From an optimization exercise on the open Yosys and OpenROAD flow, aimed at small area; shortcuts taken in it are not production practice.
Only simulation tests tie the RTL to the original design; equivalence was not proved.
Power and IR drop assume default switching activity.

==> inputs of exp/raven <==
// flash_adc_encoder_top
module flash_adc_encoder_top #(parameter N = 255)(
    input               clk,
    input  [N-1:0]      therm_in,
    output reg [7:0]    code_out
);
clock: 3.0 ns
lec_check: 0
cap_margin: 20
core_area: 2.5 2.5 87.5 87.5
cts_buf_list: sky130_fd_sc_hd__clkbuf_2
die_area: 0 0 90 90
gpl_timing_driven: 0
place_density: 0.8
setup_slack_margin: -0.08
slew_margin: 20
standard.sh (not shown) runs the stock make flow with config.mk's settings and CLKGATE_MAP_FILE= SYNTH_SCRIPT=/design/flow/synth_recipe.tcl, a recipe that flattens the netlist after the stock synthesis.
==> flow/flow/run.sh <==
#!/bin/bash
# Layout flow: the standard ORFS flow, with two changes.
#  - Synthesis maps with an area-oriented ABC script (flow/abc_area.script):
#    the same ORFS synthesis otherwise, so the registers and their names match.
#  - The port buffers are sky130_fd_sc_hd__buf_1 cells.
set -euo pipefail
cd "$(dirname "$0")/.."
rm -rf scripts_own
cp -r "$FLOW_HOME/scripts" scripts_own
cp flow/abc_area.script scripts_own/abc_area.script
bash standard.sh SCRIPTS_DIR="$PWD/scripts_own" ABC_AREA=1 \
  "BUFFER_PORTS_ARGS=-buffer_cell sky130_fd_sc_hd__buf_1" finish > standard.log 2>&1
==> flow/flow/abc_area.script <==
strash; &get -n; &st; &nf -a -R 1000 -F 8 -A 8; &put; topo; stime -c
==> exp/umber: changes against exp/raven <==
Settings changed: CORE_AREA 2.5 2.5 87.5 87.5 to 2.5 2.5 97.5 97.5, DIE_AREA 0 0 90 90 to 0 0 100 100, SETUP_SLACK_MARGIN -0.08 to -0.16.
==> exp/garnet: changes against exp/raven <==
Settings changed: PLACE_DENSITY 0.8 to unset, SETUP_SLACK_MARGIN -0.08 to -0.16.
==> notes <==
exp/garnet completed without violations. exp/umber passed the timing, design-rule and antenna checks. exp/raven passed the timing, design-rule and antenna checks.
Worst setup slack: exp/raven > exp/umber > exp/garnet.
In area after synthesis, exp/umber and exp/raven do not differ.
The highest global-route usage belongs to exp/garnet, the lowest to exp/umber.
Cell count: exp/umber is higher than exp/garnet (about 1.2%).
In combinational power, exp/garnet and exp/umber hardly differ.
Sequential cell count is the same in exp/umber and exp/raven.
In clock-buffer cell count, exp/raven and exp/umber do not differ.
==> figures <==
| metric | exp/raven | exp/garnet | exp/umber |
|---|---|---|---|
| Switching part of the total power | 42.8% | 42.3% | 43.3% |
| Area inside the core boundary | 0.00714 sq mm | 0.00714 sq mm | 0.00872 sq mm |
| Placed standard-cell area | 0.00329 sq mm | 0.00329 sq mm | 0.00331 sq mm |
| Final routed wirelength across all metal layers | 9450 um | 9990 um | 10100 um |
| Crit-path max cell delay | 0.77 ns | 0.64 ns | 0.64 ns |
| Via count | 4071 | 4168 | 4125 |
| Worst rel slew slack | 41.8% | 48.5% | 45.1% |
| Share of layout cells above drive strength 1 | 1.33% | 1.18% | 1.03% |
| Worst min-delay path endpoint | code_out[3] | code_out[1] | code_out[1] |
| Initial core utilization | 30.6% | 30.6% | 25.1% |
| Wl on met1 | 3970 um | 4030 um | 4160 um |
| Share of final layout cell area taken by clock buffers and inverters | 0.449% | 0.450% | 0.448% |
| Met3 layer usage reported by global route | 4.02% | 2.85% | 3.13% |
| Status | complete, no violations | complete, no violations | complete, no violations |
| Final worst setup slack | 0.216 ns | 0.138 ns | 0.139 ns |

==> inputs of job 3177 <==
Starting RTL as in the previous note.
==> flow/config.mk <==
export PLATFORM = sky130hd
export DESIGN_NAME = flash_adc_encoder_top
export DESIGN_NICKNAME = flash_adc_encoder_top
export VERILOG_FILES = /design/flow/design.v
export SDC_FILE = /design/flow/constraint.sdc
export NUM_CORES = 4
export LEC_CHECK = 0
export CAP_MARGIN = 20
export CORE_AREA = 2.5 2.5 87.5 87.5
export CTS_BUF_LIST = sky130_fd_sc_hd__clkbuf_2
export DIE_AREA = 0 0 90 90
export GPL_TIMING_DRIVEN = 0
export SLEW_MARGIN = 20
==> flow/constraint.sdc <==
create_clock -name core_clock -period 3.0 [get_ports {clk}]
set_input_delay 0.6000 -clock core_clock [delete_from_list [all_inputs] [get_ports {clk}]]
set_output_delay 0.6000 -clock core_clock [all_outputs]
set_load 0.01 [all_outputs]
Scripts as last shown in full above: flow/flow/run.sh, flow/flow/abc_area.script
==> inputs of job 846, as changes to job 3177 <==
--- a/flow/flow/run.sh
+++ b/flow/flow/run.sh
@@ -11,2 +11,3 @@
 bash standard.sh SCRIPTS_DIR="$PWD/scripts_own" ABC_AREA=1 \
-  "BUFFER_PORTS_ARGS=-buffer_cell sky130_fd_sc_hd__buf_1" finish > standard.log 2>&1
+  "BUFFER_PORTS_ARGS=-buffer_cell sky130_fd_sc_hd__buf_1" \
+  SKIP_CTS_REPAIR_TIMING=1 RECOVER_POWER=100 finish > standard.log 2>&1
- SETUP_SLACK_MARGIN: default -> -0.08
==> qor summary <==
Status: job 846 finished clean; job 3177 finished clean
Wire length on met1: job 846 4030 um; job 3177 4030 um
Multi-input combinational area share: job 846 0.616; job 3177 0.617
Capturing instance or port of the critical path: job 846 code_out[5]$_DFF_P_; job 3177 code_out[3]$_DFF_P_
Largest stage delay on the critical path: job 846 0.53 ns; job 3177 0.64 ns
Comb. pwr: job 846 0.304 mW; job 3177 0.305 mW
Post-route core utilization: job 846 0.469; job 3177 0.471
Routed met2 length: job 846 5120 um; job 3177 5090 um
Arrival time at the worst endpoint: job 846 2.93 ns; job 3177 2.89 ns
Least-Margin Pin Slew: job 846 0.769 ns; job 3177 0.749 ns
Vias per inst: job 846 5.37; job 3177 5.37
Violation count after the first detailed-routing iteration: job 846 108; job 3177 110
Clock Network Area Fraction: job 846 0.00448; job 3177 0.00447
Signal buffers share of area: job 846 0.294; job 3177 0.293
Met3 WL: job 846 697 um; job 3177 746 um
VDD IR max: job 846 0.0000853 V; job 3177 0.0000852 V
Detail-routed net length per standard cell: job 846 12.9 um; job 3177 12.9 um
Register fraction of the total cell area: job 846 0.0478; job 3177 0.0477
Combined area of the multi-input logic cells: job 846 2060 um2; job 3177 2070 um2
Switching power total: job 846 0.199 mW; job 3177 0.200 mW
Final design instance area without fill: job 846 3350 um2; job 3177 3360 um2
Number of cells on the critical path: job 846 7; job 3177 8
Setup ws final: job 846 0.210 ns; job 3177 0.250 ns
Layout area overhead: job 846 53.1%; job 3177 53.5%
Max-slew headroom at the worst pin: job 846 0.480; job 3177 0.494
Period utilisation layout: job 846 0.930; job 3177 0.917
Start point of the critical path: job 846 therm_in[252]; job 3177 therm_in[79]

==> willow: inputs <==
flash_adc_encoder_top, a different RTL version from the one above (not shown whole).
clock: 3.0 ns
lec_check: 0
cap_margin: 20
core_area: 2.5 2.5 107.5 107.5
die_area: 0 0 110 110
slew_margin: 20
==> flow/flow/run.sh <==
#!/bin/bash
# Layout flow: the standard ORFS flow, with two changes.
#  - Synthesis maps with an area-oriented ABC script (flow/abc_area.script):
#    the same ORFS synthesis otherwise, so the registers and their names match.
#  - The port buffers are sky130_fd_sc_hd__buf_1 cells.
set -euo pipefail
cd "$(dirname "$0")/.."
rm -rf scripts_own
cp -r "$FLOW_HOME/scripts" scripts_own
cp flow/abc_area.script scripts_own/abc_area.script
bash standard.sh SCRIPTS_DIR="$PWD/scripts_own" ABC_AREA=1 \
  "BUFFER_PORTS_ARGS=-buffer_cell sky130_fd_sc_hd__buf_1" finish > standard.log 2>&1
==> flow/flow/abc_area.script <==
strash; &get -n; &st; &nf -a -R 1000; &put; topo; stime -c
==> delta: changes against willow <==
CTS_BUF_LIST = sky130_fd_sc_hd__clkbuf_4   (was unset)
CTS_CLUSTER_DIAMETER = 200   (was unset)
CTS_CLUSTER_SIZE = 8   (was unset)
GPL_TIMING_DRIVEN = 0   (was unset)
==> qor summary <==
quantity                                                                 delta                   willow
IR Drop Worst-Case VDD                                               0.0440 mV                0.0522 mV
Area Overhead vs Synth                                                   55.5%                    59.2%
Met1 capacity usage during global routing                                0.206                    0.201
Utilization after layout                                                 0.323                    0.331
Worst hold margin                                                     0.694 ns                 0.811 ns
Post-DP HPWL                                                           9.62 mm                  9.84 mm
Post-DR vias/cell                                                         5.06                     4.96
Total Routing Usage GR                                                   0.161                    0.161
Flop+latch power                                                      0.108 mW                 0.109 mW
Result of the run                                      complete, no violations  complete, no violations
Post_cts resized                                                             5                        0
Ratio of cells with drive above 1 in the final layout                   0.0196                   0.0294
Fillers                                                                   1269                     1233
Finished layout cell area                                          0.00349 mm²              0.00357 mm²
GRT met2 Usage                                                           0.294                    0.295
Met3 usage in global routing                                            0.0163                   0.0198
Largest stage delay, worst path                                        0.44 ns                  0.43 ns
Critical Path End                                                  code_out[6]              code_out[5]
Via count of the first global-routing pass                                3546                     3619
CP Data Arrival Time                                                   2.93 ns                  2.55 ns
Detailed Route WL                                                      10.7 mm                  10.7 mm
Clock-cell share                                                       0.00646                   0.0116

==> static timing again, ports no longer ideal <==
The results above use ideal ports. As a check the final layouts listed here were re-extracted and re-timed, cells and wires unchanged.
Step 1 (the two cells are an assumption about what drives the block):
set clk [get_ports {clk}]
set_driving_cell -lib_cell sky130_fd_sc_hd__clkbuf_16 $clk
set_driving_cell -lib_cell sky130_fd_sc_hd__buf_2 [delete_from_list [all_inputs] $clk]
Step 2, shift: input delay + t, output delay - t, t = (earliest + latest rising clock arrival at the registers) / 2. This alone moves slack from input paths to output paths.
Slacks: ideal / step 1 / step 2; pairs: ideal / step 1.
run | t (ns) | setup WS [ns] | worst setup path after step 2 | latest minus earliest clock arrival (ns) | worst register clock-pin slew, ns
exp/raven | 0.267 | 0.216 / 0.218 / -0.048 | input to register | 0.004 / 0.005 | 0.07 / 0.07
exp/umber | 0.263 | 0.139 / 0.142 / -0.121 | input to register | 0.016 / 0.016 | 0.09 / 0.09
exp/garnet | 0.241 | 0.138 / 0.139 / -0.102 | input to register | 0.001 / 0.000 | 0.06 / 0.06
job 3177 | 0.240 | 0.250 / 0.251 / 0.011 | input to register | 0.001 / 0.000 | 0.06 / 0.06
job 846 | 0.240 | 0.210 / 0.206 / -0.034 | input to register | 0.000 / 0.000 | 0.06 / 0.06
willow | 0.252 | 0.593 / 0.602 / 0.350 | input to register | 0.002 / 0.002 | 0.04 / 0.04
delta | 0.285 | 0.244 / 0.251 / -0.034 | input to register | 0.002 / 0.002 | 0.06 / 0.06
Met with ideal ports but missed after step 2: setup timing in 5 of these runs. For delta, which loses most, drivers alone change the setup slack by +0.007 ns; drivers and shift together by -0.278 ns.
